This is an optimization exercise on Yosys and OpenROAD, whose aim is small area, not a production implementation.
The RTL was checked by simulation tests, not by an equivalence proof against the original design.
The clock port is modelled as an ideal driver; clocking choices that lean on that would not hold on a real chip.
Power is estimated from default activity; no workload was simulated.

==> design.v <==
module controlador (
    input  logic clk,
    input  logic rst_n,
    input  logic rx_pin,
    output logic tx_pin
);
    localparam logic [3:0] CLR = 4'd0, IDLE = 4'd1, RX = 4'd2, PROC = 4'd3,
                           ACC5 = 4'd4, ACC2 = 4'd5, LOAD = 4'd6, TX = 4'd7,
                           INIT = 4'd8, MUL = 4'd9, DIV = 4'd10, FIN = 4'd11,
                           CONV = 4'd12;
    logic [3:0]  st;
    logic [4:0]  j;
    logic [3:0]  m13;      
    logic [3:0]  cnt;      
    logic [3:0]  cs;
    logic        shown, txq, rxs;
    logic [7:0]  S;        
    logic [15:0] A;
    logic [31:0] B;
    logic        c, c2, d, h1, h2, ah1;
    wire [3:0] jl = j[3:0];
    wire       w2 = j[4];
    wire       end_pass = (j == 5'd31);
    wire       tick = (jl == 4'd15) && (m13 == 4'd12);
    wire       A_out = A[0];
    wire       B_out = B[0];
    wire sq     = (cs == 4'd2);
    wire mul    = (cs == 4'd4);
    wire div    = (cs == 4'd7);
    wire addsub = (cs[3:2] == 2'b01) && (cs[1] ^ cs[0]);
    wire err    = d;           
    wire isdig = (S[7:4] == 4'h3) && (!S[3] || (S[2:1] == 2'b00));
    wire isop  = (S == 8'h2B) || (S == 8'h2D) || (S == 8'h2A) || (S == 8'h2F);
    wire is_s  = (S == 8'h73);
    wire is_q  = (S == 8'h71);
    wire is_r  = (S == 8'h72);
    wire is_eq = (S == 8'h3D) || (S == 8'h0D);
    wire calc  = S[6] ? !S[0] : (S[4] && S[3] && S[2]);
    wire digb = (j[4:2] == 3'b000) && S[j[1:0]];
    logic [15:0] kw;
    always_comb begin
        case (cs[1:0])
            2'd0: kw = 16'd10000;
            2'd1: kw = 16'd1000;
            2'd2: kw = 16'd100;
            default: kw = 16'd10;
        endcase
    end
    wire cbit = kw[jl];
    wire t_old = (jl == 4'd0) || ((jl[3:1] != 3'b000) && A[15]);
    wire t_new = (jl == 4'd0) || ((jl[3:1] != 3'b000) && A[14]);
    wire y_sub = sq ? t_old : A_out;
    wire y_cmp = sq ? t_new : A_out;
    wire hsel  = sq ? h2 : h1;
    logic [7:0] kb;
    always_comb begin
        case (cs)
            4'd10:   kb = err ? 8'h45 : 8'h30;
            4'd11:   kb = err ? 8'h72 : 8'h30;
            4'd12:   kb = err ? 8'h72 : 8'h30;
            4'd13:   kb = 8'h0D;
            4'd14:   kb = 8'h0A;
            4'd8, 4'd9: kb = 8'h30;
            default: kb = 8'h3D;        
        endcase
    end
    wire load_bit = (!err && cs[3:2] == 2'b10 && !j[2]) ? B_out :
                    (!err && cs == 4'd12 && !j[2])      ? A_out : kb[j[2:0]];
    logic x, y, cinit, cfirst, x2, y2;
    logic a_in, b_in, h_in;
    wire cc  = cfirst ? cinit : c;
    wire s   = x ^ y ^ cc;
    wire co  = (x & y) | (cc & (x ^ y));
    wire cc2 = (jl == 4'd0) ? 1'b1 : c2;
    wire co2 = (x2 & y2) | (cc2 & (x2 ^ y2));
    always_comb begin
        x = A_out; y = 1'b0; cinit = 1'b0; cfirst = (jl == 4'd0);
        x2 = s; y2 = ~cbit;
        a_in = A_out; b_in = B_out; h_in = B_out;
        case (st)
            CLR: begin a_in = 1'b0; b_in = 1'b0; end
            ACC5: begin
                cfirst = (j == 5'd0);
                if (cs[2]) begin
                    x = B_out; y = (j[4:1] != 4'd0) && h2; b_in = s;
                end else begin
                    h_in = A_out;
                    x = A_out; y = (j[4:1] != 4'd0) && h2;
                    if (!w2) a_in = s;
                end
            end
            ACC2: begin
                cfirst = (j == 5'd0);
                x = (j != 5'd0) && h1; y = digb;
                if (cs[2]) b_in = s;
                else begin
                    h_in = A_out;
                    if (!w2) a_in = s;
                end
            end
            INIT: begin
                cfirst = (j == 5'd0);
                x = B_out; y = 1'b1;
                if (!w2) begin a_in = B_out; b_in = A_out; end
                else b_in = 1'b0;
            end
            MUL: begin
                if (!w2) b_in = (jl == 4'd0) ? 1'b0 : h1;
                else begin
                    x = (jl != 4'd0) && h1; y = d & A_out; b_in = s;
                end
            end
            DIV: begin
                x = B_out; y = ~(d & y_sub); cinit = 1'b1;
                x2 = hsel; y2 = ~y_cmp;
                if (!w2) b_in = sq ? h2 : ((jl == 4'd0) ? d : h1);
                else begin
                    h_in = s;
                    b_in = hsel;
                    if (sq) a_in = (jl == 4'd0) ? d : ah1;
                end
            end
            FIN: begin
                b_in = 1'b0;
                x = A_out; y = B_out ^ cs[1]; cinit = cs[1];
                if (!w2) begin
                    if (addsub) a_in = s;
                    if (div || sq) a_in = (jl == 4'd0) ? d : (sq ? ah1 : h1);
                end else if (mul) a_in = B_out;
            end
            CONV: begin
                cinit = 1'b1;
                if (!w2) begin x = A_out; y = ~(d & cbit); a_in = s; end
                else begin x = B_out; y = 1'b0; cinit = d; b_in = s; end
            end
            LOAD: if (cs[3:2] == 2'b10) b_in = 1'b0;
            default: ;
        endcase
    end
    wire bitslot = (cnt != 4'd0) && (cnt <= 4'd8);
    wire s_shift = ((st == RX || st == TX) && tick && bitslot) ||
                   (st == LOAD && j[4:3] == 2'b10);
    wire s_in = (st == LOAD) ? load_bit : (st == TX) ? S[0] : rxs;
    assign tx_pin = txq;
    always_ff @(posedge clk) begin
        rxs <= rx_pin;
        A   <= {a_in, A[15:1]};
        B   <= {b_in, B[31:1]};
        h1  <= h_in;
        h2  <= h1;
        ah1 <= A_out;
        c   <= co;
        c2  <= co2;
        if (s_shift) S <= {s_in, S[7:1]};
        if (st == IDLE && !rxs) m13 <= 4'd6;
        else if (jl == 4'd15) m13 <= (m13 == 4'd12) ? 4'd0 : m13 + 4'd1;
        if (!rst_n) begin
            st <= CLR; j <= 5'd0; txq <= 1'b1; cs <= 4'd0;
        end else begin
            j <= j + 5'd1;
            case (st)
                CLR: begin
                    cs <= 4'd0;
                    if (end_pass) st <= IDLE;
                end
                IDLE: if (!rxs) begin st <= RX; cnt <= 4'd0; end
                RX: if (tick) begin
                    cnt <= cnt + 4'd1;
                    if (cnt == 4'd9) st <= PROC;
                end
                PROC: if (end_pass) begin
                    cnt <= 4'd0;
                    case (cs[2:0])
                        3'd0: begin
                            if (isdig) st <= ACC5;
                            else if (isop) begin
                                cs <= {2'b01, S[2], S[2] ? S[1] : S[0]}; st <= TX;
                            end else if (is_s) begin cs <= 4'd1; st <= TX; end
                            else st <= IDLE;
                        end
                        3'd1: if (is_q) begin cs <= 4'd2; st <= TX; end else st <= CLR;
                        3'd2: if (is_r) st <= TX; else st <= CLR;
                        default: begin
                            if (isdig) st <= ACC5;
                            else if (is_eq) st <= LOAD;
                            else st <= IDLE;
                        end
                    endcase
                end
                ACC5: if (end_pass) st <= ACC2;
                ACC2: if (end_pass) st <= TX;
                LOAD: if (j == 5'd23) begin st <= TX; cnt <= 4'd0; end
                TX: begin
                    if (tick && cnt != 4'd11) begin
                        cnt <= cnt + 4'd1;
                        if (cnt == 4'd0) txq <= 1'b0;
                        else if (cnt <= 4'd8) txq <= S[0];
                        else txq <= 1'b1;
                    end
                    if (cnt == 4'd11 && end_pass) begin
                        if (!cs[3]) st <= !calc ? IDLE : addsub ? FIN : INIT;
                        else if (cs == 4'd14) st <= CLR;
                        else begin
                            cs <= cs + 4'd1;
                            st <= (cs < 4'd11 && !err) ? CONV : LOAD;
                        end
                    end
                end
                INIT: if (end_pass) begin
                    cnt <= 4'd0; d <= 1'b0;
                    if (div && !co) begin cs <= 4'd10; d <= 1'b1; st <= LOAD; end
                    else st <= mul ? MUL : DIV;
                end
                MUL: begin
                    if (j == 5'd15) d <= B_out;
                    if (end_pass) begin
                        cnt <= cnt + 4'd1;
                        if (cnt == 4'd15) st <= FIN;
                    end
                end
                DIV: if (end_pass) begin
                    d <= co2 | s;
                    cnt <= cnt + 4'd1;
                    if (cnt[2:0] == 3'd7 && (sq || cnt[3])) st <= FIN;
                end
                FIN: if (end_pass) begin
                    cs <= 4'd8; shown <= 1'b0; d <= 1'b0; st <= CONV;
                end
                CONV: begin
                    if (j == 5'd15) begin
                        d <= co2;
                        if (co2) shown <= 1'b1;
                    end
                    if (end_pass && !d) begin
                        if (shown) st <= LOAD;
                        else begin
                            cs <= cs + 4'd1;
                            if (cs == 4'd11) st <= LOAD;
                        end
                    end
                end
                default: st <= CLR;
            endcase
        end
    end
endmodule
==> flow/run.sh <==
#!/bin/bash
# The standard layout (standard.sh, ORFS's own scripts), with these
# changes to how the layout is made:
#  - ABC's area script (combinational logic only; flip-flops are mapped
#    before ABC runs, so the registers are those of the standard synthesis)
#    is replaced by a stronger area-oriented one (flow/abc_area.script);
#  - CTS does not add dummy loads for skew balancing, and after CTS each
#    clock buffer is downsized as far as the clock-pin slew allows
#    (flow/ck_down.tcl);
#  - the port buffers use the smallest buffer cell.
# All tool output goes to flow.log and ORFS's per-step logs under orfs/logs.
set -euo pipefail
here=$(pwd)
rm -rf "$here/scripts"
cp -r "$FLOW_HOME/scripts" "$here/scripts"
cp "$here/flow/abc_area.script" "$here/scripts/abc_area.script"
cp "$here/flow/ck_down.tcl" "$here/scripts/ck_down.tcl"
sed -i 's/^log_cmd clock_tree_synthesis {\*}\$cts_args/lappend cts_args -dont_use_dummy_load\nlog_cmd clock_tree_synthesis {*}$cts_args\nsource $::env(SCRIPTS_DIR)\/ck_down.tcl/' "$here/scripts/cts.tcl"
sed -i 's/buffer_ports {\*}\[env_var_or_empty BUFFER_PORTS_ARGS\]/buffer_ports -buffer_cell sky130_fd_sc_hd__buf_1/' "$here/scripts/global_place.tcl"
grep -q dont_use_dummy_load "$here/scripts/cts.tcl"
grep -q ck_down.tcl "$here/scripts/cts.tcl"
grep -q "buffer_cell sky130_fd_sc_hd__buf_1" "$here/scripts/global_place.tcl"
bash standard.sh SCRIPTS_DIR="$here/scripts" finish > "$here/flow.log" 2>&1
==> flow/abc_area.script <==
strash
&get -n
&deepsyn -T 20
&put
dch -f
amap
stime -c
==> flow/ck_down.tcl <==
proc ck_max_slew {} {
  set mx 0
  foreach p [get_pins -of_objects [all_registers] -filter "is_clock==1"] {
    set s [get_property $p slew_max]
    if {$s > $mx} {set mx $s}
  }
  return $mx
}
set_propagated_clock [all_clocks]
estimate_parasitics -placement
puts "ck_down: max clock pin slew before [ck_max_slew]"
foreach inst [get_cells -filter "ref_name == sky130_fd_sc_hd__clkbuf_8"] {
  foreach smaller {sky130_fd_sc_hd__clkbuf_2 sky130_fd_sc_hd__clkbuf_4} {
    replace_cell $inst $smaller
    estimate_parasitics -placement
    if {[ck_max_slew] <= 0.110} {
      puts "ck_down: [get_full_name $inst] -> $smaller"
      break
    }
    replace_cell $inst sky130_fd_sc_hd__clkbuf_8
    estimate_parasitics -placement
  }
}
puts "ck_down: max clock pin slew after [ck_max_slew]"
unset_propagated_clock [all_clocks]
==> standard.sh <==
#!/bin/bash
# synth_recipe.tcl (not shown) runs the flow's synth.tcl, then flattens the netlist and writes it again
# the make line also repeats each setting of config.mk as NAME=value (left out here)
make -C /OpenROAD-flow-scripts/flow DESIGN_CONFIG=/design/flow/config.mk WORK_HOME=/design/flow/orfs CLKGATE_MAP_FILE= SYNTH_SCRIPT=/design/flow/synth_recipe.tcl "${@:-finish}"
==> config.mk <==
export PLATFORM = sky130hd
export DESIGN_NAME = controlador
export DESIGN_NICKNAME = controlador
export VERILOG_FILES = /design/flow/design.v
export SDC_FILE = /design/flow/constraint.sdc
export NUM_CORES = 4
export LEC_CHECK = 0
export ABC_AREA = 1
export CAP_MARGIN = 20
export CORE_MARGIN = 2
export CORE_UTILIZATION = 80
export PLACE_DENSITY = 0.9
export SLEW_MARGIN = 20
==> constraint.sdc <==
create_clock -name core_clock -period 40.0 [get_ports {clk}]
set_input_delay 8.0000 -clock core_clock [delete_from_list [all_inputs] [get_ports {clk}]]
set_output_delay 8.0000 -clock core_clock [all_outputs]
set_load 0.01 [all_outputs]
==> impl_results.md, run 1 <==
* Number of port buffers at 3
* Synth Instances at 453
* Setup ws final at 30.92 ns
* GRT Total Usage at 0.4319
* Die height at 73.43 um
* Fmax at 110.1 MHz
* Drt first pass iters at 10
* Pwr Density at 52.36 nW/um^2
* Critical Path Max Stage Delay at 0.65 ns
* Least-Margin Pin Slew at 0.9919 ns
* Row cnt at 25
* Top cell family by delay on the critical path: compound AO/OA/AOI/OAI gates
* Final Max Tran Viols at 0
* Most frequent cells in the layout: nor2_1, dfxtp_1, clkinv_1
* Setup Viol. Count Final at 0
* TNS Setup at 0 ns
* Post-placement cell area at 3935 sq um
* CORE AREA at 4692 sq um
* Layout Area Growth over Synthesis at 4.737%
* Share of post-route cells with drive strength above 1 at 0.02151
* Initial DRC count at 701
* Synth warnings at 1
* Setup CP Type: in -> reg
* Worst Setup End Kind: flop
* Worst EP arrival at 9.36 ns
* Worst-path fanout max at 12
* Post-Syn Nets at 473
* Setup slack at placement at 30.38 ns
* Syn Area/Cell at 8.513 sq um
* Avg WL per Cell at 20.88 um
* Seq pwr share at 0.537
* Sw Share at 0.3508
* Top post-synthesis cells by area: dfxtp_1, edfxtp_1, nor2_1
* CP max stage cell: a2111oi_0
* Vias in the first global route at 3,458
* Commonest non-fill, non-tap cell in the layout: nor2_1
* Unrepaired setup endpoints after global routing: false
* Max cap viols at 0
* WP buf/inv at 2
* RD Place Congestion at 1.135
* First-pass GRT wire length at 17,090 um
* Synth Register Bits at 86
* Chip width at 73.43 um
* Post-synth top flop: dfxtp_1
* Initial core utilization at 0.8219
* Clk slew on worst S/H paths at 0.08 ns
* Detailed Route WL at 10,840 um
* Post-synth top area share at 0.3738
* Max_slew headroom at 0.3337
* CTS tree: done
* Post-synth EDFFs at 14
* Cts-stage hold buffer count at 0
* Largest net degree at the start of global routing at 16
* Synth area leader: dfxtp_1
* Final ANT Viol Nets at 0
* # fillers at 274
* Final-report hold violation count at 0
* Hold Crit Class: reg -> reg
* NumNets Final at 487
* Drt drc at 0
* CP Launch Type: primary input
* Tmin final at 9.084 ns
* Antenna fix cells at 0
* Synth Cell Area at 3856 sq um
* Pint at 0.1373 mW
* Internal reg-to-reg setup slack at 34.59 ns
* Run status: timing/DRC/antenna clean
* Grt total ovfl at 0
* LEAKAGE at 1.437 nW
* I/O pins at 4
* Initial antenna violation count at 0
* Number of setup buffers added after CTS at 0
* Worst skew pair latency at 0.56 ns
* Num CTS Buffers at 9
* Final period util at 0.2271
* Clock Sinks at 86
* Distinct cell type count after synthesis at 40
* Vias at 3,765
* Worst EP required at 40.27 ns
* Worst-path cell chain: buf_1 > clkinv_1 > a2111oi_0 > o21a_1
* HPWL Detailed at 7880 um
* Seq/Total Area, Yosys at 0.4828
* DIE AREA at 5392 sq um
* Clock group share of total power at 0.192
* Design Area, Final at 4039 sq um
* Resized Gates After CTS at 0
* Comb pwr share at 0.271
* P_sw at 0.07419 mW
* Share of flip-flops with an asynchronous set or reset at 0
* Vias per cell at 7.254
* Peak VDD IR at 40.29 uV
* Layout Skew at 0.02560 ns
-- kinds of logic (layout without fill, tap and decap cells) --
| kind of cell | count (synthesis) | after routing | share of synthesized area |
|---|---|---|---|
| fa+ha+maj | 17 | 17 | 0.05711 |
| compound gates | 119 | 119 | 0.2093 |
| simple gates | 169 | 169 | 0.1905 |
| buf+inv | 62 | 74 | 0.06035 |
| flops | 86 | 86 | 0.4828 |
-- path summary, 6_finish.rpt --
path / endpoint / cells past startpoint / start
worst max register to register: d / 18 / cs[1]
worst min-delay path: B[20] / 0 / B[21]
worst min register to register: B[20] / 0 / B[21]
worst max-delay path: shown / 4 / rst_n
-- metrics by stage --
step	hold slack, ns	power [mW]	util	cells
6_report	0.3241	0.2115	0.8608	519
5_1_grt	0.3335	0.2193	0.8608	519
4_1_cts	0.3121	0.1998	0.8592	519
3_3_place_gp	0.3109	0.1647	0.8387	510
2_1_floorplan	0.3096	0.1513	-	453
3_5_place_dp	0.3143	0.1681	0.8387	510
-- power by group through the flow --
stage          logic [mW]  clock network (mW)  registers [mW]
6_report           0.0573              0.0406           0.114
5_1_grt            0.0612              0.0434           0.115
4_1_cts            0.0540              0.0308           0.115
3_5_place_dp       0.0534                   0           0.115
3_3_place_gp       0.0511                   0           0.114
2_1_floorplan      0.0402                   0           0.111
-- cells in the mapped netlist (2+ instances only) --
| library cell | number |
|---|---|
| a2111oi_0 | 4 |
| a211oi_1 | 7 |
| a21oi_1 | 23 |
| a22oi_1 | 3 |
| a311oi_1 | 6 |
| a31oi_1 | 9 |
| clkinv_1 | 62 |
| dfxtp_1 | 72 |
| edfxtp_1 | 14 |
| ha_1 | 16 |
| nand2_1 | 27 |
| nand3_1 | 16 |
| nand4_1 | 3 |
| nor2_1 | 86 |
| nor2b_1 | 4 |
| nor3_1 | 20 |
| nor4_1 | 5 |
| o211a_1 | 2 |
| o211ai_1 | 7 |
| o21a_1 | 8 |
| o21ai_0 | 24 |
| o221ai_1 | 3 |
| o22ai_1 | 4 |
| o31ai_1 | 2 |
| o32a_1 | 3 |
| o32ai_1 | 5 |
| or2_0 | 4 |
| or3_1 | 2 |
-- routing by layer --
metal / track usage / part of all wire
met5: 0 / 0
met4: 0.2485 / 0.059
met3: 0.1481 / 0.14
met2: 0.6456 / 0.44
met1: 0.5451 / 0.36
-- flip-flops by register name (all words and copies together), names as in the netlist --
register / flops
A: 16
B: 32
S: 8
ah1: 1
c: 1
c2: 1
cnt: 4
cs: 4
d: 1
h1: 1
h2: 1
j: 5
m13: 4
rxs: 1
shown: 1
st: 4
txq: 1
-- layout make-up --
| type | count | area [sq um] | area share |
|---|---|---|---|
| inverters | 62 | 232.7 | 0.05762 |
| well taps | 54 | 67.56 | 0.01673 |
| repair buffers | 3 | 11.26 | 0.002788 |
| clock buffers | 9 | 96.34 | 0.02385 |
| flip-flops and latches | 86 | 1862 | 0.4610 |
| multi-input cells | 305 | 1769 | 0.4380 |
==> run 2, diff against run 1 <==
--- a/config.mk
+++ b/config.mk
@@ -9,5 +9,5 @@
 export CAP_MARGIN = 20
 export CORE_MARGIN = 2
-export CORE_UTILIZATION = 80
-export PLACE_DENSITY = 0.9
+export CORE_UTILIZATION = 45
+export PLACE_DENSITY = 0.6
 export SLEW_MARGIN = 20
==> run 2 against run 1 <==
Effect of this change:
- still clean on timing, DRC and antenna
- synthesized area is the same
- sequential cell count is the same
- register-to-register slack gained 0.37 ns
- critical endpoint unchanged
- largest cell class unchanged
- largest power group unchanged
==> impl_results.md, run 2 <==
* Seq/Total Area, Yosys at 0.4828 (unchanged)
* Critical Path Max Stage Delay at 0.64 ns (was 0.65 ns)
* # fillers at 832 (was 274)
* Commonest non-fill, non-tap cell in the layout: nor2_1 (unchanged)
* Max cap viols at 0 (unchanged)
* Initial core utilization at 0.4670 (was 0.8219)
* Post-synth EDFFs at 14 (unchanged)
* Most frequent cells in the layout: nor2_1, dfxtp_1, clkinv_1 (unchanged)
* NumNets Final at 489 (was 487)
* Clk slew on worst S/H paths at 0.10 ns (was 0.08 ns)
* Initial antenna violation count at 0 (unchanged)
* Detailed Route WL at 10,890 um (was 10,840 um)
* Fmax at 110.2 MHz (was 110.1 MHz)
* Largest regs: B x32, A x16, S x8 (unchanged)
* Setup Viol. Count Final at 0 (unchanged)
* Synth warnings at 1 (unchanged)
* Design Area, Final at 4104 sq um (was 4039 sq um)
* Post-synth top area share at 0.3738 (unchanged)
* Peak VDD IR at 24.76 uV (was 40.29 uV)
* TNS Setup at 0 ns (unchanged)
* WP buf/inv at 2 (unchanged)
* Row cnt at 33 (was 25)
* Chip width at 96.57 um (was 73.43 um)
* Vias at 3,530 (was 3,765)
* Clock Sinks at 86 (unchanged)
* Top cell family by delay on the critical path: compound AO/OA/AOI/OAI gates (unchanged)
* Initial DRC count at 364 (was 701)
* Final cell count without fillers at 572 (was 519)
* Placed insts at 563 (was 510)
* LEAKAGE at 1.445 nW (was 1.437 nW)
* Worst Setup End Kind: flop (unchanged)
* Max reg flops at 32 (unchanged)
* Post-Syn Nets at 473 (unchanged)
* Resized Gates After CTS at 0 (unchanged)
* Unrepaired setup endpoints after global routing: false (unchanged)
* Top post-synthesis cells by area: dfxtp_1, edfxtp_1, nor2_1 (unchanged)
* Final ANT Viol Nets at 0 (unchanged)
* Drt first pass iters at 5 (was 10)
* Synth Register Bits at 86 (unchanged)
* Post-Synth Simple-Gate Area at 0.1905 (unchanged)
* Top cells by count, synth: nor2_1, dfxtp_1, clkinv_1 (unchanged)
* Tmin final at 9.077 ns (was 9.084 ns)
* Setup CP Type: in -> reg (unchanged)
* Avg WL per Cell at 19.03 um (was 20.88 um)
* Die height at 96.57 um (was 73.43 um)
* Layout Skew at 0.02684 ns (was 0.02560 ns)
* Compound-gate portion of the synthesized area at 0.2093 (unchanged)
* Vias per cell at 6.171 (was 7.254)
* Largest family of logic cells by synthesized area: compound AO/OA/AOI/OAI gates (unchanged)
* Worst EP required at 40.25 ns (was 40.27 ns)
* XOR/XNOR Fraction of Synth Area at 0 (unchanged)
* Adder-Cell Fraction of Synth Area at 0.05711 (unchanged)
* GRT Total Usage at 0.2515 (was 0.4319)
* Reg with most FFs: B (unchanged)
* Worst-path fanout max at 12 (unchanged)
* Post-synth top flop: dfxtp_1 (unchanged)
* Final core occ at 0.4970 (was 0.8608)
* Drt drc at 0 (unchanged)
* Grt total ovfl at 0 (unchanged)
* Share of flip-flops with an asynchronous set or reset at 0 (unchanged)
* Syn Area/Cell at 8.513 sq um (unchanged)
* Synth Cell Area at 3856 sq um (unchanged)
* Run status: timing/DRC/antenna clean (unchanged)
* Post-synthesis mux area share at 0 (unchanged)
* Final period util at 0.2269 (was 0.2271)
* Cts-stage hold buffer count at 0 (unchanged)
* DIE AREA at 9326 sq um (was 5392 sq um)
* CTS tree: done (unchanged)
* Synth area leader: dfxtp_1 (unchanged)
* Top-count cell post-synth: nor2_1 (unchanged)
* Post-placement cell area at 4014 sq um (was 3935 sq um)
* Register area at 1862 sq um (unchanged)
* CORE AREA at 8258 sq um (was 4692 sq um)
* I/O pins at 4 (unchanged)
* Antenna fix cells at 0 (unchanged)
* Number of setup buffers added after CTS at 0 (unchanged)
* Worst skew pair latency at 0.53 ns (was 0.56 ns)
* Final-report hold violation count at 0 (unchanged)
* Least-Margin Pin Slew at 0.6758 ns (was 0.9919 ns)
* Number of port buffers at 3 (unchanged)
* Share of post-route cells with drive strength above 1 at 0.02355 (was 0.02151)
* Vias in the first global route at 3,275 (was 3,458)
* Max_slew headroom at 0.5447 (was 0.3337)
* Synth Instances at 453 (unchanged)
* Hold Crit Class: reg -> reg (unchanged)
* Final Max Tran Viols at 0 (unchanged)
* Area of the multi-input gates at 1762 sq um (was 1769 sq um)
* Num CTS Buffers at 9 (unchanged)
* Pwr Density at 51.06 nW/um^2 (was 52.36 nW/um^2)
* RD Place Congestion at 0.9887 (was 1.135)
* CP Launch Type: primary input (unchanged)
* Distinct cell type count after synthesis at 40 (unchanged)
* Largest net degree at the start of global routing at 18 (was 16)
* Pwr Total at 0.2095 mW (was 0.2115 mW)
* First-pass GRT wire length at 17,280 um (was 17,090 um)
* Layout Area Growth over Synthesis at 6.425% (was 4.737%)
* HPWL Detailed at 7975 um (was 7880 um)
* CP max stage cell: a2111oi_0 (unchanged)
* Worst EP arrival at 9.32 ns (was 9.36 ns)
* Worst-path cell chain: buf_1 > clkinv_1 > a2111oi_0 > o21a_1 (unchanged)
## run 2: cell counts after synthesis
Identical to the previous run, type by type.
## run 2: path summary, 6_finish.rpt
check	startpoint	to	slack, ns	cells after the start
worst max register to register	st[3]	d	34.96	19
worst min register to register	A[3]	A[2]	0.31	0
worst max-delay path	rst_n	shown	30.92	4
worst min-delay path	A[3]	A[2]	0.31	0
## run 2: kinds of logic (layout without fill, tap and decap cells)
group | after synthesis | after routing
simple gates | 169 | 169
flops | 86 | 86
compound gates | 119 | 119
fa+ha+maj | 17 | 17
buf+inv | 62 | 76
## run 2: routing by layer
metal | up-vias | GRT usage | share of wire
met5 | - | 0 | 0
met4 | 0 | 0.09977 | 0.025
met3 | 34 | 0.05974 | 0.087
met2 | 202 | 0.3669 | 0.44
met1 | 1654 | 0.3581 | 0.45
li1 | 1640 | - | -
## run 2: per-stage QoR
| stage | setup WS [ns] | hold slack (ns) |
|---|---|---|
| 2_1_floorplan | 30.82 | 0.3096 |
| 3_3_place_gp | 30.41 | 0.3116 |
| 3_5_place_dp | 30.35 | 0.3121 |
| 4_1_cts | 30.35 | 0.3121 |
| 5_1_grt | 30.64 | 0.3215 |
| 6_report | 30.92 | 0.3076 |
## run 2: power by group
part           switching, mW  internal, mW
combinational         0.0380        0.0185
sequential           0.00909         0.104
clock                 0.0262        0.0140
## run 2: cell type report
class,instances,share of cell area
clock buffer,9,0.02195
inverter,62,0.05671
multi-input combinational,305,0.4293
sequential,86,0.4537
tap,105,0.03201
timing repair buffer,5,0.006402
==> run 3, diff against run 2 <==
--- a/config.mk
+++ b/config.mk
@@ -9,5 +9,5 @@
 export CAP_MARGIN = 20
 export CORE_MARGIN = 2
-export CORE_UTILIZATION = 45
-export PLACE_DENSITY = 0.6
+export CORE_UTILIZATION = 65
+export PLACE_DENSITY = 0.8
 export SLEW_MARGIN = 20
==> run 3 against run 2 <==
Effect of this change:
- die area fell by 30%
- worst setup slack gained 0.10 ns
- clock-buffer cell count is the same
- highest routed layer unchanged
- global-route usage up 8.5 points
==> impl_results.md, run 3 <==
* Share of flip-flops with an asynchronous set or reset at 0 (unchanged)
* Distinct cell type count after synthesis at 43 (was 40)
* Hold Path Depth at 0 (unchanged)
* Least-Margin Pin Slew at 0.7580 ns (was 0.6758 ns)
* Row cnt at 28 (was 33)
* CP max stage cell: dfxtp_1 (was a2111oi_0)
* CORE AREA at 5816 sq um (was 8258 sq um)
* Post-Syn Nets at 466 (was 473)
* Reg-to-reg critical path endpoint: d (unchanged)
* XOR/XNOR Fraction of Synth Area at 0 (unchanged)
* Drt first pass iters at 6 (was 5)
* Largest net degree at the start of global routing at 16 (was 18)
* Worst reg2reg path startpoint: cs[1] (was st[3])
* Internal reg-to-reg setup slack at 35.16 ns (was 34.96 ns)
* Max cap viols at 0 (unchanged)
* Synth Instances at 446 (was 453)
* Adder-Cell Fraction of Synth Area at 0.05703 (was 0.05711)
* I/O pins at 4 (unchanged)
* Synth area leader: dfxtp_1 (unchanged)
* Initial DRC count at 579 (was 364)
* Layout Area Growth over Synthesis at 4.926% (was 6.425%)
* Cts-stage hold buffer count at 0 (unchanged)
* Tmin final at 8.974 ns (was 9.077 ns)
* Chip width at 81.08 um (was 96.57 um)
* Resized Gates After CTS at 0 (unchanged)
* Layout Skew at 0.03320 ns (was 0.02684 ns)
* Top cell family by delay on the critical path: flip-flops (was compound AO/OA/AOI/OAI gates)
* Vias in the first global route at 3,291 (was 3,275)
* Initial antenna violation count at 0 (unchanged)
* GRT Total Usage at 0.3369 (was 0.2515)
* # fillers at 479 (was 832)
* Setup ws final at 31.03 ns (was 30.92 ns)
* Final ANT Viol Nets at 0 (unchanged)
* Avg WL per Cell at 19.25 um (was 19.03 um)
* Max reg flops at 32 (unchanged)
* Reg with most FFs: B (unchanged)
* Top-count cell post-synth: nor2_1 (unchanged)
* Clock Sinks at 86 (unchanged)
* Post-synth top area share at 0.3733 (was 0.3738)
* Drt drc at 0 (unchanged)
* Post-Synth Simple-Gate Area at 0.1769 (was 0.1905)
* Unrepaired setup endpoints after global routing: false (unchanged)
* Largest family of logic cells by synthesized area: compound AO/OA/AOI/OAI gates (unchanged)
* Worst Setup End Kind: output port (was flop)
* LEAKAGE at 1.437 nW (was 1.445 nW)
* Setup CP Type: reg -> out (was in -> reg)
* Post-synth EDFFs at 14 (unchanged)
* Worst-path fanout max at 2 (was 12)
* Largest regs: B x32, A x16, S x8 (unchanged)
* RD Place Congestion at 1.008 (was 0.9887)
* DIE AREA at 6573 sq um (was 9326 sq um)
* Synth warnings at 1 (unchanged)
* Final-report hold violation count at 0 (unchanged)
* Min-delay src: B[18] (was A[3])
* Synth Register Bits at 86 (unchanged)
* Number of port buffers at 3 (unchanged)
* Worst EP arrival at 0.97 ns (was 9.32 ns)
* HPWL Detailed at 7674 um (was 7975 um)
* Register area at 1862 sq um (unchanged)
* FF-to-FF path depth at 19 (unchanged)
* Most frequent cells in the layout: nor2_1, dfxtp_1, clkinv_1 (unchanged)
* Commonest non-fill, non-tap cell in the layout: nor2_1 (unchanged)
* First-pass GRT wire length at 16,530 um (was 17,280 um)
* CP Launch Type: flop (was primary input)
* Worst Hold End: B[17] (was A[2])
* Post-synth top flop: dfxtp_1 (unchanged)
* Peak VDD IR at 47.60 uV (was 24.76 uV)
* Fmax at 111.4 MHz (was 110.2 MHz)
* Worst skew pair latency at 0.52 ns (was 0.53 ns)
* Share of post-route cells with drive strength above 1 at 0.02179 (was 0.02355)
* Top post-synthesis cells by area: dfxtp_1, edfxtp_1, nor2_1 (unchanged)
* Area of the multi-input gates at 1752 sq um (was 1762 sq um)
* Vias per cell at 6.513 (was 6.171)
* Critical Path Max Stage Delay at 0.33 ns (was 0.64 ns)
* Vias at 3,478 (was 3,530)
* Setup slack at placement at 30.55 ns (was 30.35 ns)
* NumNets Final at 481 (was 489)
* Final Max Tran Viols at 0 (unchanged)
* Detailed Route WL at 10,280 um (was 10,890 um)
* Syn Area/Cell at 8.657 sq um (was 8.513 sq um)
* Run status: timing/DRC/antenna clean (unchanged)
* Compound-gate portion of the synthesized area at 0.2197 (was 0.2093)
* Top cells by count, synth: nor2_1, dfxtp_1, clkinv_1 (unchanged)
* Crit path from: txq (was rst_n)
* Initial core utilization at 0.6639 (was 0.4670)
* Synth Cell Area at 3861 sq um (was 3856 sq um)
* Num CTS Buffers at 9 (unchanged)
* Max_slew headroom at 0.4816 (was 0.5447)
* Worst EP required at 32.00 ns (was 40.25 ns)
* CTS tree: done (unchanged)
* Pwr Density at 54.70 nW/um^2 (was 51.06 nW/um^2)
* Worst-path cell chain: buf_1 (was buf_1 > clkinv_1 > a2111oi_0 > o21a_1)
* Seq/Total Area, Yosys at 0.4822 (was 0.4828)
* Clk slew on worst S/H paths at 0.11 ns (was 0.10 ns)
* Number of setup buffers added after CTS at 0 (unchanged)
* Die height at 81.08 um (was 96.57 um)
* Hold Crit Class: reg -> reg (unchanged)
* Antenna fix cells at 0 (unchanged)
* Final period util at 0.2244 (was 0.2269)
* WP buf/inv at 1 (was 2)
* Setup Viol. Count Final at 0 (unchanged)
* Post-synthesis mux area share at 0 (unchanged)
* Grt total ovfl at 0 (unchanged)
* TNS Setup at 0 ns (unchanged)
* Pwr Total at 0.2216 mW (was 0.2095 mW)
run 3: cell count changes after synthesis, sizes merged, moves of 4 or more:
cell,previous run,this run
clkinv,62,66
nand2,27,31
o211ai,7,0
o21ai,24,18
o22ai,4,9
a31oi,9,15
nand3,16,3
nor2,86,76
run 3: cell type report:
type,instances,share of cell area
flip-flops and latches,86,0.4595
multi-input cells,294,0.4324
inverters,66,0.06115
well taps,75,0.02316
clock buffers,9,0.01915
repair buffers,4,0.004632
run 3: cells by family (layout without fill, tap and decap cells):
group,count (synthesis),count (layout)
AOI/OAI and AO/OA,122,122
and+or+nand+nor,155,155
buffers and inverters,66,79
adders and majority gates,17,17
DFF,86,86
run 3: metrics by stage:
step	hold slack, ns	util	instance area [sq um]	cells
after global routing	0.3043	0.6966	4051	534
after CTS	0.3121	0.6966	4051	534
final	0.3016	0.6966	4051	534
after detailed placement	0.3121	0.6833	3974	525
after global placement	0.3110	0.6833	3974	525
after floorplan	0.3096	-	3861	446
run 3: worst max-delay path by stage:
stage / slack [ns] / depth (start not counted) / to
floorplan: 31.04 / 2 / cnt[0]
global placement: 30.61 / 3 / cnt[0]
finish: 31.03 / 1 / tx_pin
detailed placement: 30.55 / 3 / cnt[0]
global route: 30.98 / 3 / cnt[0]
CTS: 30.55 / 3 / cnt[0]
run 3: worst reg2reg max path: stages (launching register included):
cell	delay, ns
dfxtp_1	0.53
ha_1	0.40
nand2_1	0.13
nor2_1	0.48
clkinv_1	0.29
nor2_1	0.23
clkinv_1	0.11
o2111ai_1	0.23
o311a_1	0.20
nor2_1	0.04
o41ai_1	0.11
fa_1	0.61
clkinv_1	0.10
o22ai_1	0.10
ha_1	0.32
o21a_1	0.10
nor2_1	0.17
clkinv_1	0.11
o21ai_0	0.20
o2111ai_1	0.13
run 3: power breakdown:
group	leakage [nW]	switching [mW]	internal (mW)
logic	0.680	0.0453	0.0237
registers	0.711	0.0104	0.106
clock network	0.0461	0.0245	0.0119
total	1.44	0.0803	0.141
run 3: metal layers:
| metal | vias up | GRT usage | share of wire | wire length (um) |
|---|---|---|---|---|
| li1 | 1644 | - | - | - |
| met1 | 1561 | 0.4437 | 0.41 | 4210 |
| met2 | 228 | 0.5380 | 0.46 | 4732 |
| met3 | 45 | 0.09000 | 0.097 | 1000 |
| met4 | 0 | 0.1153 | 0.032 | 333 |
| met5 | - | 0 | 0 | 0 |
==> run 4, diff against run 3 <==
==> flow/abc_area.script (replaced) <==
strash
&get -n
&deepsyn -J 1000
&put
dch -f
amap
stime -c
==> run 4 against run 3 <==
Effect of this change:
- die area shrank 1.3%
- worst setup slack worse by 0.20 ns
- non-clock buffer count is 1 lower
- sequential share of layout area up 0.68 points
- still clean on timing, DRC and antenna
- clock power up 5%
- critical path depth increased by 5
- sequential power about the same
- combinational power shrank 22%
- sequential cell count unchanged
- synthesized area shrank 1.4%
==> impl_results.md, run 4 <==
* Distinct cell type count after synthesis at 38 (was 43)
* Synth Register Bits at 86 (unchanged)
* Most frequent cells in the layout: nor2_1, dfxtp_1, clkinv_1 (unchanged)
* Reg with most FFs: B (unchanged)
* Crit path depth at 6 (was 1)
* Vias at 3,547 (was 3,478)
* Run status: timing/DRC/antenna clean (unchanged)
* DIE AREA at 6486 sq um (was 6573 sq um)
* Number of port buffers at 3 (unchanged)
* Top-count cell post-synth: nor2_1 (unchanged)
* CTS tree: done (unchanged)
* Worst EP arrival at 9.57 ns (was 0.97 ns)
* HPWL Detailed at 7492 um (was 7674 um)
* Post-synth top area share at 0.3786 (was 0.3733)
* Final period util at 0.2293 (was 0.2244)
* Peak VDD IR at 41.76 uV (was 47.60 uV)
* Drt drc at 0 (unchanged)
* GRT Total Usage at 0.3377 (was 0.3369)
* Hold Crit Class: reg -> reg (unchanged)
* Commonest non-fill, non-tap cell in the layout: nor2_1 (unchanged)
* Fmax at 109.0 MHz (was 111.4 MHz)
* Grt total ovfl at 0 (unchanged)
* Drt first pass iters at 8 (was 6)
* Final core occ at 0.7163 (was 0.6966)
* Post-Syn Nets at 470 (was 466)
* Vias per cell at 6.642 (was 6.513)
* Worst EP required at 40.39 ns (was 32.00 ns)
* RD Place Congestion at 1.056 (was 1.008)
* Antenna fix cells at 0 (unchanged)
* CP max stage cell: nor3_1 (was dfxtp_1)
* Setup CP Type: in -> reg (was reg -> out)
* LEAKAGE at 1.383 nW (was 1.437 nW)
* CP Launch Type: primary input (was flop)
* Top cell family by delay on the critical path: compound AO/OA/AOI/OAI gates (was flip-flops)
* Vias in the first global route at 3,255 (was 3,291)
* Worst-path fanout max at 10 (was 2)
* Final Max Tran Viols at 0 (unchanged)
* Unrepaired setup endpoints after global routing: false (unchanged)
* First-pass GRT wire length at 16,110 um (was 16,530 um)
* Post-Synth Simple-Gate Area at 0.1794 (was 0.1769)
* XOR/XNOR Fraction of Synth Area at 0 (unchanged)
* Final-report hold violation count at 0 (unchanged)
* Tmin final at 9.173 ns (was 8.974 ns)
* Adder-Cell Fraction of Synth Area at 0.05784 (was 0.05703)
* Setup Viol. Count Final at 0 (unchanged)
* Hold_ws at 0.3142 ns (was 0.3016 ns)
* Top cells by count, synth: nor2_1, dfxtp_1, clkinv_1 (unchanged)
* Top post-synthesis cells by area: dfxtp_1, edfxtp_1, nor2_1 (unchanged)
* Seq/Total Area, Yosys at 0.4890 (was 0.4822)
* Max reg flops at 32 (unchanged)
* Worst skew pair latency at 0.53 ns (was 0.52 ns)
* Max_slew headroom at 0.4770 (was 0.4816)
* Post-synthesis mux area share at 0 (unchanged)
* Clk slew on worst S/H paths at 0.10 ns (was 0.11 ns)
* I/O pins at 4 (unchanged)
* Chip width at 80.54 um (was 81.08 um)
* Post-synth EDFFs at 14 (unchanged)
* Cts-stage hold buffer count at 0 (unchanged)
* Pwr Total at 0.2050 mW (was 0.2216 mW)
* Compound-gate portion of the synthesized area at 0.2116 (was 0.2197)
* Clock Sinks at 86 (unchanged)
* Synth Instances at 450 (was 446)
* Synth Cell Area at 3807 sq um (was 3861 sq um)
* Max cap viols at 0 (unchanged)
* Hold Path Depth at 0 (unchanged)
* Layout Area Growth over Synthesis at 4.864% (was 4.926%)
* Worst-path cell chain: buf_1 > clkinv_1 > nor3_1 > o2111ai_1 > o21ai_0 > o221ai_1 (was buf_1)
* TNS Setup at 0 ns (unchanged)
* Die height at 80.54 um (was 81.08 um)
* Detailed Route WL at 10,250 um (was 10,280 um)
* Syn Area/Cell at 8.461 sq um (was 8.657 sq um)
* CORE AREA at 5574 sq um (was 5816 sq um)
* Post-synth top flop: dfxtp_1 (unchanged)
* Share of post-route cells with drive strength above 1 at 0.01948 (was 0.02179)
* Initial antenna violation count at 0 (unchanged)
* Resized Gates After CTS at 0 (unchanged)
* Number of setup buffers added after CTS at 0 (unchanged)
* FF-to-FF path depth at 18 (was 19)
* Largest net degree at the start of global routing at 17 (was 16)
* Worst Setup End Kind: flop (was output port)
* WP buf/inv at 2 (was 1)
* Initial DRC count at 419 (was 579)
* Critical Path Max Stage Delay at 0.36 ns (was 0.33 ns)
* Avg WL per Cell at 19.19 um (was 19.25 um)
* Largest regs: B x32, A x16, S x8 (unchanged)
* Share of flip-flops with an asynchronous set or reset at 0 (unchanged)
* NumNets Final at 484 (was 481)
* Synth warnings at 1 (unchanged)
* Least-Margin Pin Slew at 0.7816 ns (was 0.7580 ns)
* Initial core utilization at 0.6831 (was 0.6639)
* Largest family of logic cells by synthesized area: compound AO/OA/AOI/OAI gates (unchanged)
* Layout Skew at 0.03591 ns (was 0.03320 ns)
* Num CTS Buffers at 9 (unchanged)
* Final ANT Viol Nets at 0 (unchanged)
* Pwr Density at 51.34 nW/um^2 (was 54.70 nW/um^2)
* Row cnt at 27 (was 28)
* Synth area leader: dfxtp_1 (unchanged)
[run 4: changes by cell type after synthesis, moves of 3 or more]
| cell | before | now |
|---|---|---|
| a211oi_1 | 7 | 3 |
| a22oi_1 | 6 | 2 |
| a31oi_1 | 15 | 9 |
| clkinv_1 | 66 | 63 |
| nand3_1 | 3 | 9 |
| nor2_1 | 76 | 79 |
| nor3_1 | 18 | 22 |
| o21ai_0 | 18 | 42 |
| or2_0 | 5 | 2 |
[run 4: worst register-to-register path, cell delays in order (launching register included)]
cell      delay [ns]
dfxtp_1         0.41
clkinv_1        0.14
nor2_1          0.62
clkinv_1        0.44
nor2_1          0.29
clkinv_1        0.15
o21ai_0         0.17
a21oi_1         0.10
o21ai_0         0.16
nand2_1         0.10
o32ai_1         0.18
fa_1            0.49
nand2_1         0.08
o21ai_0         0.15
ha_1            0.32
o21a_1          0.10
or2_0           0.19
nand2_1         0.09
a21oi_1         0.18
[run 4: layout make-up]
cell class | instances | area (sq um)
Clock buffer | 9 | 83.83
Fill cell | 449 | 1582
Inverter | 63 | 236.5
Multi-Input combinational cell | 301 | 1709
Sequential cell | 86 | 1862
Tap cell | 72 | 90.09
Timing Repair Buffer | 3 | 11.26
[run 4: per-stage QoR]
step	setup WS, ns	instances	cell area (sq um)
global placement	30.40	525	3909
global route	30.63	534	3993
CTS	30.34	534	3993
finish	30.83	534	3993
detailed placement	30.35	525	3909
floorplan	30.84	450	3807
[run 4: cells by family after synthesis]
| kind of cell | Yosys count |
|---|---|
| and+or+nand+nor | 158 |
| AOI/OAI and AO/OA | 126 |
| DFF | 86 |
| buffers and inverters | 63 |
| adders and majority gates | 17 |
[run 4: where the power goes]
group | switching, mW | internal, mW | total (mW)
sequential | 0.00894 | 0.104 | 0.113
clock | 0.0252 | 0.0129 | 0.0381
combinational | 0.0369 | 0.0169 | 0.0538
total | 0.0711 | 0.134 | 0.205
[run 4: final timing paths]
| kind | slack (ns) | endpoint | from |
|---|---|---|---|
| setup / recovery | 30.83 | cs[2] | rst_n |
| hold / removal | 0.31 | B[14] | B[15] |
| setup reg to reg | 35.34 | shown | st[3] |
| hold reg to reg | 0.31 | B[14] | B[15] |
[run 4: metal layers]
metal  up-vias  track usage  wire, um
met1      1605       0.4228      4128
met4         0       0.1576       433
li1       1625            -         -
met5         -            0         0
met3        51       0.1382      1259
met2       266       0.5075      4423
==> run 5, diff against run 4 <==
--- a/design.v
+++ b/design.v
@@ -52,5 +52,5 @@
     wire y_sub = sq ? t_old : A_out;
     wire y_cmp = sq ? t_new : A_out;
-    wire hsel  = sq ? h2 : h1;
+    wire sq_upd = sq && !cnt[0];
     logic [7:0] kb;
     always_comb begin
@@ -113,10 +113,10 @@
             DIV: begin
                 x = B_out; y = ~(d & y_sub); cinit = 1'b1;
-                x2 = hsel; y2 = ~y_cmp;
-                if (!w2) b_in = sq ? h2 : ((jl == 4'd0) ? d : h1);
+                x2 = h1; y2 = ~y_cmp;
+                if (!w2) b_in = (jl == 4'd0) ? d : h1;
                 else begin
                     h_in = s;
-                    b_in = hsel;
-                    if (sq) a_in = (jl == 4'd0) ? d : ah1;
+                    b_in = h1;
+                    if (sq_upd) a_in = (jl == 4'd0) ? d : ah1;
                 end
             end
@@ -220,7 +220,7 @@
                 end
                 DIV: if (end_pass) begin
-                    d <= co2 | s;
+                    d <= (co2 | s) & !sq_upd;
                     cnt <= cnt + 4'd1;
-                    if (cnt[2:0] == 3'd7 && (sq || cnt[3])) st <= FIN;
+                    if (cnt == 4'd15) st <= FIN;
                 end
                 FIN: if (end_pass) begin
--- a/config.mk
+++ b/config.mk
@@ -9,5 +9,5 @@
 export CAP_MARGIN = 20
 export CORE_MARGIN = 2
-export CORE_UTILIZATION = 65
-export PLACE_DENSITY = 0.8
+export CORE_UTILIZATION = 72
+export PLACE_DENSITY = 0.85
 export SLEW_MARGIN = 20
==> run 5 against run 4 <==
Effect of this change:
- clock-buffer cell count did not move
- clock skew hardly changed
- wire length increased by 0.49%
- critical path depth is the same
- sequential cell count stayed put
- sequential power decreased by 13%
- worst hold slack better by 0.0054 ns
- global-route usage rose by 2.6 points
- synthesized cell count decreased by 1.8%
- maximum frequency down 3.5%
- worst setup slack worse by 0.34 ns
- clock power increased by 2%
- highest routed layer unchanged
==> impl_results.md, run 5 <==
* Vias at 3,645 (was 3,547)
* Worst Setup End Kind: flop (unchanged)
* CORE AREA at 5075 sq um (was 5574 sq um)
* Final ANT Viol Nets at 0 (unchanged)
* First-pass GRT wire length at 16,520 um (was 16,110 um)
* Routed wl met2 at 4302 um (was 4423 um)
* Number of setup buffers added after CTS at 0 (unchanged)
* Largest family of logic cells by synthesized area: compound AO/OA/AOI/OAI gates (unchanged)
* Largest net degree at the start of global routing at 17 (unchanged)
* Compound-gate portion of the synthesized area at 0.2138 (was 0.2116)
* Peak VDD IR at 44.96 uV (was 41.76 uV)
* Synth Cell Area at 3764 sq um (was 3807 sq um)
* Final core occ at 0.7803 (was 0.7163)
* XOR/XNOR Fraction of Synth Area at 0 (unchanged)
* Setup Viol. Count Final at 0 (unchanged)
* Worst EP arrival at 9.75 ns (was 9.57 ns)
* Initial core utilization at 0.7416 (was 0.6831)
* Worst-path cell chain: buf_1 > clkinv_1 > nor2_1 > clkinv_1 > a2111oi_0 > o21a_1 (was buf_1 > clkinv_1 > nor3_1 > o2111ai_1 > o21ai_0 > o221ai_1)
* Post-Syn Nets at 461 (was 470)
* Adder-Cell Fraction of Synth Area at 0.05519 (was 0.05784)
* Vias per cell at 6.943 (was 6.642)
* Syn Area/Cell at 8.515 sq um (was 8.461 sq um)
* Clk slew on worst S/H paths at 0.09 ns (was 0.10 ns)
* I/O pins at 4 (unchanged)
* Top cell family by delay on the critical path: compound AO/OA/AOI/OAI gates (unchanged)
* Cell mode on critical path: clkinv_1
* Post-synthesis mux area share at 0 (unchanged)
* TNS Setup at 0 ns (unchanged)
* Synth area leader: dfxtp_1 (unchanged)
* RD Place Congestion at 1.074 (was 1.056)
* DIE AREA at 5822 sq um (was 6486 sq um)
* Post-synth EDFFs at 14 (unchanged)
* Grt total ovfl at 0 (unchanged)
* Chip width at 76.30 um (was 80.54 um)
* Post-synth top flop: dfxtp_1 (unchanged)
* Num CTS Buffers at 9 (unchanged)
* Seq/Total Area, Yosys at 0.4947 (was 0.4890)
* Post-placement cell area at 3870 sq um (was 3909 sq um)
* Vias in the first global route at 3,369 (was 3,255)
* Top cells by count, synth: nor2_1, dfxtp_1, clkinv_1 (unchanged)
* Clock Sinks at 86 (unchanged)
* Max_slew headroom at 0.5500 (was 0.4770)
* Met3 routed WL at 1442 um (was 1259 um)
* Resized Gates After CTS at 0 (unchanged)
* CP max stage cell: a2111oi_0 (was nor3_1)
* Post-Synth Simple-Gate Area at 0.1745 (was 0.1794)
* Tmin final at 9.510 ns (was 9.173 ns)
* Worst skew pair latency at 0.52 ns (was 0.53 ns)
* Die height at 76.30 um (was 80.54 um)
* Unrepaired setup endpoints after global routing: false (unchanged)
* Design Area, Final at 3960 sq um (was 3993 sq um)
* Reg with most FFs: B (unchanged)
* Drt drc at 0 (unchanged)
* Final-report hold violation count at 0 (unchanged)
* Pwr Density at 39.26 nW/um^2 (was 51.34 nW/um^2)
* Detailed Route WL at 10,300 um (was 10,250 um)
* Worst EP required at 40.24 ns (was 40.39 ns)
* Worst reg2reg path startpoint: cs[1] (was st[3])
* NumNets Final at 476 (was 484)
* Distinct cell type count after synthesis at 37 (was 38)
* Run status: timing/DRC/antenna clean (unchanged)
* Critical Path Max Stage Delay at 0.61 ns (was 0.36 ns)
* Cts-stage hold buffer count at 0 (unchanged)
* Top-count cell post-synth: nor2_1 (unchanged)
* Hold_ws at 0.3196 ns (was 0.3142 ns)
* Setup CP Type: in -> reg (unchanged)
* Share of post-route cells with drive strength above 1 at 0.02198 (was 0.01948)
* Antenna fix cells at 0 (unchanged)
* Layout Skew at 0.03613 ns (was 0.03591 ns)
* Synth Instances at 442 (was 450)
* # fillers at 364 (was 449)
* Least-Margin Pin Slew at 0.6579 ns (was 0.7816 ns)
* Drt first pass iters at 7 (was 8)
* Final Max Tran Viols at 0 (unchanged)
* Final period util at 0.2378 (was 0.2293)
* Max cap viols at 0 (unchanged)
* Post-synth top area share at 0.3830 (was 0.3786)
* Synth warnings at 1 (unchanged)
* Synth Register Bits at 86 (unchanged)
* Max reg flops at 32 (unchanged)
* M1 WL at 3895 um (was 4128 um)
* Fmax at 105.1 MHz (was 109.0 MHz)
* CP Launch Type: primary input (unchanged)
* Highest metal used: met4 (unchanged)
* Layout Area Growth over Synthesis at 5.219% (was 4.864%)
* Hold Crit Class: reg -> reg (unchanged)
* Top post-synthesis cells by area: dfxtp_1, edfxtp_1, nor2_1 (unchanged)
* Min-delay src: B[7] (was B[15])
* GRT Total Usage at 0.3638 (was 0.3377)
* Number of port buffers at 3 (unchanged)
* Share of flip-flops with an asynchronous set or reset at 0 (unchanged)
* Avg WL per Cell at 19.61 um (was 19.19 um)
* Placed insts at 516 (was 525)
* Most frequent cells in the layout: nor2_1, dfxtp_1, clkinv_1 (unchanged)
* CTS tree: done (unchanged)
* LEAKAGE at 1.371 nW (was 1.383 nW)
* Initial DRC count at 731 (was 419)
* Final cell count without fillers at 525 (was 534)
* Initial antenna violation count at 0 (unchanged)
* Largest regs: B x32, A x16, S x8 (unchanged)
* Row cnt at 26 (was 27)
* Commonest non-fill, non-tap cell in the layout: nor2_1 (unchanged)
* Crit path from: rst_n (unchanged)
* WP buf/inv at 3 (was 2)
* Worst-path fanout max at 11 (was 10)
* HPWL Detailed at 7631 um (was 7492 um)
==> run 5: cell count changes in the layout (fill, tap and decap cells not counted), sizes merged, moves of 3 or more <==
cell | previous run | this run
nor4 | 6 | 3
o21ai | 42 | 31
nand2 | 29 | 34
nor3 | 22 | 18
a211oi | 3 | 8
a41oi | 0 | 4
nor2 | 79 | 82
==> run 5: cell type report <==
| class | instances | area [sq um] | area share |
|---|---|---|---|
| Sequential cell | 86 | 1862 | 0.4701 |
| Multi-Input combinational cell | 294 | 1669 | 0.4215 |
| Inverter | 62 | 232.7 | 0.05877 |
| Clock buffer | 9 | 90.09 | 0.02275 |
| Tap cell | 70 | 87.58 | 0.02212 |
| Timing Repair Buffer | 4 | 18.77 | 0.004739 |
==> run 5: final timing paths <==
| kind | end | slack, ns | depth (start not counted) |
|---|---|---|---|
| max | shown | 30.49 | 6 |
| min | B[6] | 0.32 | 0 |
| max reg2reg | d | 35.47 | 16 |
| min reg2reg | B[6] | 0.32 | 0 |
==> run 5: per-layer routing <==
layer	global-route usage	vias up
li1	-	1605
met5	0	-
met4	0.1818	0
met2	0.5407	352
met1	0.4886	1591
met3	0.1043	97
==> run 5: where the power goes <==
| group | switching (mW) | total, mW | internal, mW |
|---|---|---|---|
| sequential | 0.00415 | 0.0979 | 0.0938 |
| clock | 0.0248 | 0.0388 | 0.0140 |
| combinational | 0.0127 | 0.0188 | 0.00610 |
| total | 0.0416 | 0.155 | 0.114 |
==> run 5: kinds of logic (layout without fill, tap and decap cells) <==
family,count (synthesis),count (layout)
and+or+nand+nor,156,156
DFF,86,86
buffers and inverters,62,75
AOI/OAI and AO/OA,122,122
adders and majority gates,16,16
==> run 5: through the flow <==
stage	total power, mW	setup WS, ns
final	0.1555	30.49
after global routing	0.1614	30.30
after CTS	0.1471	30.02
after detailed placement	0.1172	30.02
after global placement	0.1165	30.02
after floorplan	0.1112	30.60
==> run 6, diff against run 5 <==
--- a/config.mk
+++ b/config.mk
@@ -9,5 +9,5 @@
 export CAP_MARGIN = 20
 export CORE_MARGIN = 2
-export CORE_UTILIZATION = 72
-export PLACE_DENSITY = 0.85
+export CORE_UTILIZATION = 65
+export PLACE_DENSITY = 0.8
 export SLEW_MARGIN = 20
==> run 6 against run 5 <==
Effect of this change:
- clock skew down 0.0044 ns
- clock-buffer cell count did not move
- die area is 10% higher
- still clean on timing, DRC and antenna
- first-iteration DRC count shrank 9.2%
- sequential power barely moved
==> impl_results.md, run 6 <==
* Run status: timing/DRC/antenna clean (unchanged)
* Largest family of logic cells by synthesized area: compound AO/OA/AOI/OAI gates (unchanged)
* Post-Synth Simple-Gate Area at 0.1745 (unchanged)
* Initial DRC count at 664 (was 731)
* Worst EP required at 40.27 ns (was 40.24 ns)
* CTS tree: done (unchanged)
* Chip width at 80.10 um (was 76.30 um)
* Least-Margin Pin Slew at 0.6482 ns (was 0.6579 ns)
* Hold Crit Class: reg -> reg (unchanged)
* Row cnt at 27 (was 26)
* Vias at 3,576 (was 3,645)
* Number of setup buffers added after CTS at 0 (unchanged)
* Num CTS Buffers at 9 (unchanged)
* Cts-stage hold buffer count at 0 (unchanged)
* HPWL Detailed at 7627 um (was 7631 um)
* Commonest non-fill, non-tap cell in the layout: nor2_1 (unchanged)
* Top cells by count, synth: nor2_1, dfxtp_1, clkinv_1 (unchanged)
* Largest regs: B x32, A x16, S x8 (unchanged)
* Synth Instances at 442 (unchanged)
* Final period util at 0.2382 (was 0.2378)
* Adder-Cell Fraction of Synth Area at 0.05519 (unchanged)
* Post-synth EDFFs at 14 (unchanged)
* Synth Cell Area at 3764 sq um (unchanged)
* Share of flip-flops with an asynchronous set or reset at 0 (unchanged)
* Synth Register Bits at 86 (unchanged)
* Critical Path Max Stage Delay at 0.58 ns (was 0.61 ns)
* Layout Skew at 0.03171 ns (was 0.03613 ns)
* Initial core utilization at 0.6793 (was 0.7416)
* Cell mode on critical path: clkinv_1 (unchanged)
* Internal reg-to-reg setup slack at 35.41 ns (was 35.47 ns)
* Max_slew headroom at 0.5639 (was 0.5500)
* NumNets Final at 476 (unchanged)
* Max cap viols at 0 (unchanged)
* RD Place Congestion at 1.033 (was 1.074)
* Final-report hold violation count at 0 (unchanged)
* DIE AREA at 6415 sq um (was 5822 sq um)
* Post-Syn Nets at 461 (unchanged)
* Post-synth top flop: dfxtp_1 (unchanged)
* Top post-synthesis cells by area: dfxtp_1, edfxtp_1, nor2_1 (unchanged)
* Setup Viol. Count Final at 0 (unchanged)
* Worst Setup End Kind: flop (unchanged)
* Max reg flops at 32 (unchanged)
* Compound-gate portion of the synthesized area at 0.2138 (unchanged)
* Grt total ovfl at 0 (unchanged)
* XOR/XNOR Fraction of Synth Area at 0 (unchanged)
* Worst-path cell chain: buf_1 > clkinv_1 > nor2_1 > clkinv_1 > a2111oi_0 > o21a_1 (unchanged)
* Pwr Density at 39.50 nW/um^2 (was 39.26 nW/um^2)
* Worst skew pair latency at 0.53 ns (was 0.52 ns)
* Peak VDD IR at 45.03 uV (was 44.96 uV)
* Drt drc at 0 (unchanged)
* Setup CP Type: in -> reg (unchanged)
* Setup slack at placement at 29.94 ns (was 30.02 ns)
* CORE AREA at 5540 sq um (was 5075 sq um)
* Post-synth top area share at 0.3830 (unchanged)
* Clock Sinks at 86 (unchanged)
* Final ANT Viol Nets at 0 (unchanged)
* Post-synthesis mux area share at 0 (unchanged)
* Pwr Total at 0.1565 mW (was 0.1555 mW)
* Detailed Route WL at 10,320 um (was 10,300 um)
* Unrepaired setup endpoints after global routing: false (unchanged)
* CP Launch Type: primary input (unchanged)
* Worst-path fanout max at 11 (unchanged)
* Die height at 80.10 um (was 76.30 um)
* Avg WL per Cell at 19.58 um (was 19.61 um)
* Distinct cell type count after synthesis at 37 (unchanged)
* Worst EP arrival at 9.80 ns (was 9.75 ns)
* Top-count cell post-synth: nor2_1 (unchanged)
* LEAKAGE at 1.371 nW (unchanged)
* Vias per cell at 6.786 (was 6.943)
* Reg with most FFs: B (unchanged)
* Clk slew on worst S/H paths at 0.10 ns (was 0.09 ns)
* TNS Setup at 0 ns (unchanged)
* I/O pins at 4 (unchanged)
* Syn Area/Cell at 8.515 sq um (unchanged)
* Share of post-route cells with drive strength above 1 at 0.02198 (unchanged)
* Synth warnings at 1 (unchanged)
* Initial antenna violation count at 0 (unchanged)
* WP buf/inv at 3 (unchanged)
* Layout Area Growth over Synthesis at 5.286% (was 5.219%)
* Top cell family by delay on the critical path: compound AO/OA/AOI/OAI gates (unchanged)
* CP max stage cell: a2111oi_0 (unchanged)
* Final Max Tran Viols at 0 (unchanged)
* Most frequent cells in the layout: nor2_1, dfxtp_1, clkinv_1 (unchanged)
* Seq/Total Area, Yosys at 0.4947 (unchanged)
* Setup ws final at 30.47 ns (was 30.49 ns)
* GRT Total Usage at 0.3434 (was 0.3638)
* Number of port buffers at 3 (unchanged)
* Drt first pass iters at 7 (unchanged)
* Antenna fix cells at 0 (unchanged)
* Synth area leader: dfxtp_1 (unchanged)
* Tmin final at 9.530 ns (was 9.510 ns)
* Vias in the first global route at 3,412 (was 3,369)
* First-pass GRT wire length at 16,660 um (was 16,520 um)
* Fmax at 104.9 MHz (was 105.1 MHz)
* Largest net degree at the start of global routing at 16 (was 17)
* Resized Gates After CTS at 0 (unchanged)
## run 6: cell counts in the layout (fill, tap and decap cells not counted)
No cell type changed its count.
## run 6: kinds of logic after synthesis
logic type	count (synthesis)
simple gates	156
compound gates	122
fa+ha+maj	16
buf+inv	62
flops	86
## run 6: area by class of cell
cell class	instances	area, sq um
clock buffer	9	90.09
fill	456	1578
inverter	62	232.7
multi-input combinational	294	1669
sequential	86	1862
tap	72	90.09
timing repair buffer	4	18.77
## run 6: metal layers
metal | vias up | share of wire | GRT usage
met1 | 1623 | 0.39 | 0.4633
met4 | 0 | 0.040 | 0.1475
met2 | 281 | 0.44 | 0.5325
met5 | - | 0 | 0
li1 | 1603 | - | -
met3 | 69 | 0.13 | 0.07528
## run 6: per-stage QoR
step	instance area, sq um	cells	hold slack (ns)	util
after floorplan	3764	442	0.3096	-
after global placement	3872	518	0.3103	0.6990
after detailed placement	3872	518	0.3121	0.6990
after CTS	3963	527	0.3121	0.7152
after global routing	3963	527	0.3319	0.7152
final	3963	527	0.3248	0.7152
## run 6: where the power goes
| group | internal, mW | switching, mW | leakage, nW |
|---|---|---|---|
| sequential | 0.0938 | 0.00415 | 0.712 |
| clock | 0.0140 | 0.0259 | 0.0513 |
| combinational | 0.00615 | 0.0126 | 0.607 |
| total | 0.114 | 0.0426 | 1.37 |
## run 6: final timing paths
kind | from | to | depth (start not counted)
worst min register to register | B[7] | B[6] | 0
worst max-delay path | rst_n | shown | 6
worst min-delay path | B[7] | B[6] | 0
worst max register to register | cs[1] | d | 16
==> run 7, diff against run 6 <==
==> flow/abc_area.script (replaced) <==
strash
&get -n
&deepsyn -J 1000
&put
dch -f
amap -F 20 -A 30
stime -c
==> run 7 against run 6 <==
Effect of this change:
- highest routed layer unchanged
- via count down 4.2%
- sequential share of layout area up 0.12 points
- still clean on timing, DRC and antenna
- maximum frequency up 6.2%
- sequential cell count unchanged
==> impl_results.md, run 7 <==
* DIE AREA at 6398 sq um (was 6415 sq um)
* Antenna fix cells at 0 (unchanged)
* Top cells by count, synth: dfxtp_1, clkinv_1, nor2_1 (was nor2_1, dfxtp_1, clkinv_1)
* Synth warnings at 1 (unchanged)
* Max cap viols at 0 (unchanged)
* Initial antenna violation count at 0 (unchanged)
* First-pass GRT wire length at 15,770 um (was 16,660 um)
* Synth Instances at 428 (was 442)
* Worst EP required at 40.22 ns (was 40.27 ns)
* Hold Crit Class: reg -> reg (unchanged)
* Pint at 0.1115 mW (was 0.1139 mW)
* CP max stage cell: nor4_1 (was a2111oi_0)
* Least-Margin Pin Slew at 0.7616 ns (was 0.6482 ns)
* Synth Cell Area at 3754 sq um (was 3764 sq um)
* Final ANT Viol Nets at 0 (unchanged)
* Setup CP Type: in -> reg (unchanged)
* Crit path depth at 4 (was 6)
* Initial core utilization at 0.6775 (was 0.6793)
* GRT Total Usage at 0.3298 (was 0.3434)
* Post-Syn Nets at 447 (was 461)
* Initial DRC count at 559 (was 664)
* Worst-path fanout max at 8 (was 11)
* Post-placement cell area at 3862 sq um (was 3872 sq um)
* Run status: timing/DRC/antenna clean (unchanged)
* Commonest non-fill, non-tap cell in the layout: dfxtp_1 (was nor2_1)
* Tmin final at 8.974 ns (was 9.530 ns)
* CP Launch Type: primary input (unchanged)
* I/O pins at 4 (unchanged)
* Detailed Route WL at 10,000 um (was 10,320 um)
* Setup Viol. Count Final at 0 (unchanged)
* Die height at 79.99 um (was 80.10 um)
* Top cell family by delay on the critical path: simple AND/OR/NAND/NOR gates (was compound AO/OA/AOI/OAI gates)
* Row cnt at 27 (unchanged)
* Distinct cell type count after synthesis at 43 (was 37)
* Vias in the first global route at 3,060 (was 3,412)
* Vias per cell at 6.676 (was 6.786)
* Synth Register Bits at 86 (unchanged)
* Reg with most FFs: B (unchanged)
* Final-report hold violation count at 0 (unchanged)
* Max reg flops at 32 (unchanged)
* Share of post-route cells with drive strength above 1 at 0.02268 (was 0.02198)
* Final Max Tran Viols at 0 (unchanged)
* Layout Area Growth over Synthesis at 5.300% (was 5.286%)
* RD Place Congestion at 1.007 (was 1.033)
* TNS Setup at 0 ns (unchanged)
* Crit path from: rst_n (unchanged)
* Layout Skew at 0.03279 ns (was 0.03171 ns)
* Cts-stage hold buffer count at 0 (unchanged)
* WP buf/inv at 1 (was 3)
* Synth area leader: dfxtp_1 (unchanged)
* Largest net degree at the start of global routing at 16 (unchanged)
* Grt total ovfl at 0 (unchanged)
* Post-synth EDFFs at 14 (unchanged)
* Critical Path Max Stage Delay at 0.46 ns (was 0.58 ns)
* Num CTS Buffers at 9 (unchanged)
* Reg-to-reg critical path endpoint: cs[2] (was d)
* NumNets Final at 462 (was 476)
* Seq/Total Area, Yosys at 0.4960 (was 0.4947)
* Final period util at 0.2244 (was 0.2382)
* Final core occ at 0.7134 (was 0.7152)
* Clock group share of total power at 0.261 (was 0.255)
* Worst-path cell chain: buf_1 > nand2_1 > nor4_1 > o21a_1 (was buf_1 > clkinv_1 > nor2_1 > clkinv_1 > a2111oi_0 > o21a_1)
* Seq pwr share at 0.638 (was 0.626)
* Max_slew headroom at 0.4791 (was 0.5639)
* Clk slew on worst S/H paths at 0.09 ns (was 0.10 ns)
* Placed insts at 504 (was 518)
* Internal reg-to-reg setup slack at 34.47 ns (was 35.41 ns)
* Number of port buffers at 3 (unchanged)
* Comb pwr share at 0.101 (was 0.120)
* Share of flip-flops with an asynchronous set or reset at 0 (unchanged)
* Avg WL per Cell at 19.49 um (was 19.58 um)
run 7: cell types whose count changed after synthesis, sizes merged, moves of 3 or more:
| cell | delta |
|---|---|
| nor2 | -21 |
| nand2 | -5 |
| a311oi | -4 |
| a41oi | -4 |
| nor3 | +3 |
| o211ai | +3 |
run 7: metrics by stage:
stage	hold slack, ns	setup slack [ns]	power, mW
6_report	0.3152	31.03	0.1500
5_1_grt	0.3183	30.99	0.1553
4_1_cts	0.3121	30.52	0.1420
3_5_place_dp	0.3132	30.52	0.1122
3_3_place_gp	0.3099	30.64	0.1117
2_1_floorplan	0.3096	31.12	0.1072
run 7: cells by family after synthesis:
group | share of synthesized area
xor gates and xnor gates | 0.002334
AOI/OAI and AO/OA | 0.2243
DFF | 0.4960
and+or+nand+nor | 0.1610
adders and majority gates | 0.05533
buffers and inverters | 0.06100
run 7: power by group through the flow:
stage | Sequential, mW | Clock, mW | Combinational (mW)
after floorplan | 0.0962 | 0 | 0.0110
after global placement | 0.0973 | 0 | 0.0143
after detailed placement | 0.0976 | 0 | 0.0146
after CTS | 0.0977 | 0.0296 | 0.0147
after global routing | 0.0962 | 0.0425 | 0.0166
final | 0.0957 | 0.0391 | 0.0152
run 7: area by class of cell:
class	instances	area (sq um)
timing repair buffer	4	18.77
multi-input combinational	281	1663
clock buffer	9	90.09
inverter	61	229.0
tap	72	90.09
fill	442	1588
sequential	86	1862
run 7: how the worst min path moves through the flow:
stage / cells past startpoint / slack (ns) / startpoint / end
after floorplan: 0 / 0.31 / A[1] / A[0]
after global placement: 0 / 0.31 / A[5] / A[4]
after detailed placement: 0 / 0.31 / A[2] / A[1]
after CTS: 0 / 0.31 / A[10] / A[9]
after global routing: 0 / 0.32 / A[12] / A[11]
final: 0 / 0.32 / A[12] / A[11]
run 7: per-layer routing:
metal / up-vias / share of wire / GRT usage
met1: 1553 / 0.41 / 0.4549
met2: 255 / 0.45 / 0.5025
met4: 0 / 0.037 / 0.1458
met5: - / 0 / 0
met3: 43 / 0.11 / 0.06448
li1: 1574 / - / -

re-timing with driven ports:
How much do the figures lean on ideal ports? The routed layouts below were timed once more, with nothing changed but the port constraints. Step 1 sets driving cells, clkbuf_16 on the clock port and buf_2 on the other inputs (assumed; they add their load-dependent delay and slew). Step 2 times the ports against the registers' clock, not the clock port: input delays grow and output delays shrink by t, the midpoint of the rising clock arrivals with the driver on. a / b / c = ideal / step 1 / step 2; a / b = the first two.
run	t, ns	setup WS [ns]
run 1	0.570	30.916 / 30.920 / 30.350
run 2	0.546	30.923 / 30.933 / 30.387
run 3	0.530	31.026 / 30.997 / 30.571
run 4	0.541	30.827 / 30.834 / 30.293
run 5	0.536	30.490 / 30.497 / 29.961
run 6	0.549	30.470 / 30.480 / 29.931
run 7	0.534	31.026 / 31.003 / 30.494
After both steps every run listed still meets setup and hold.
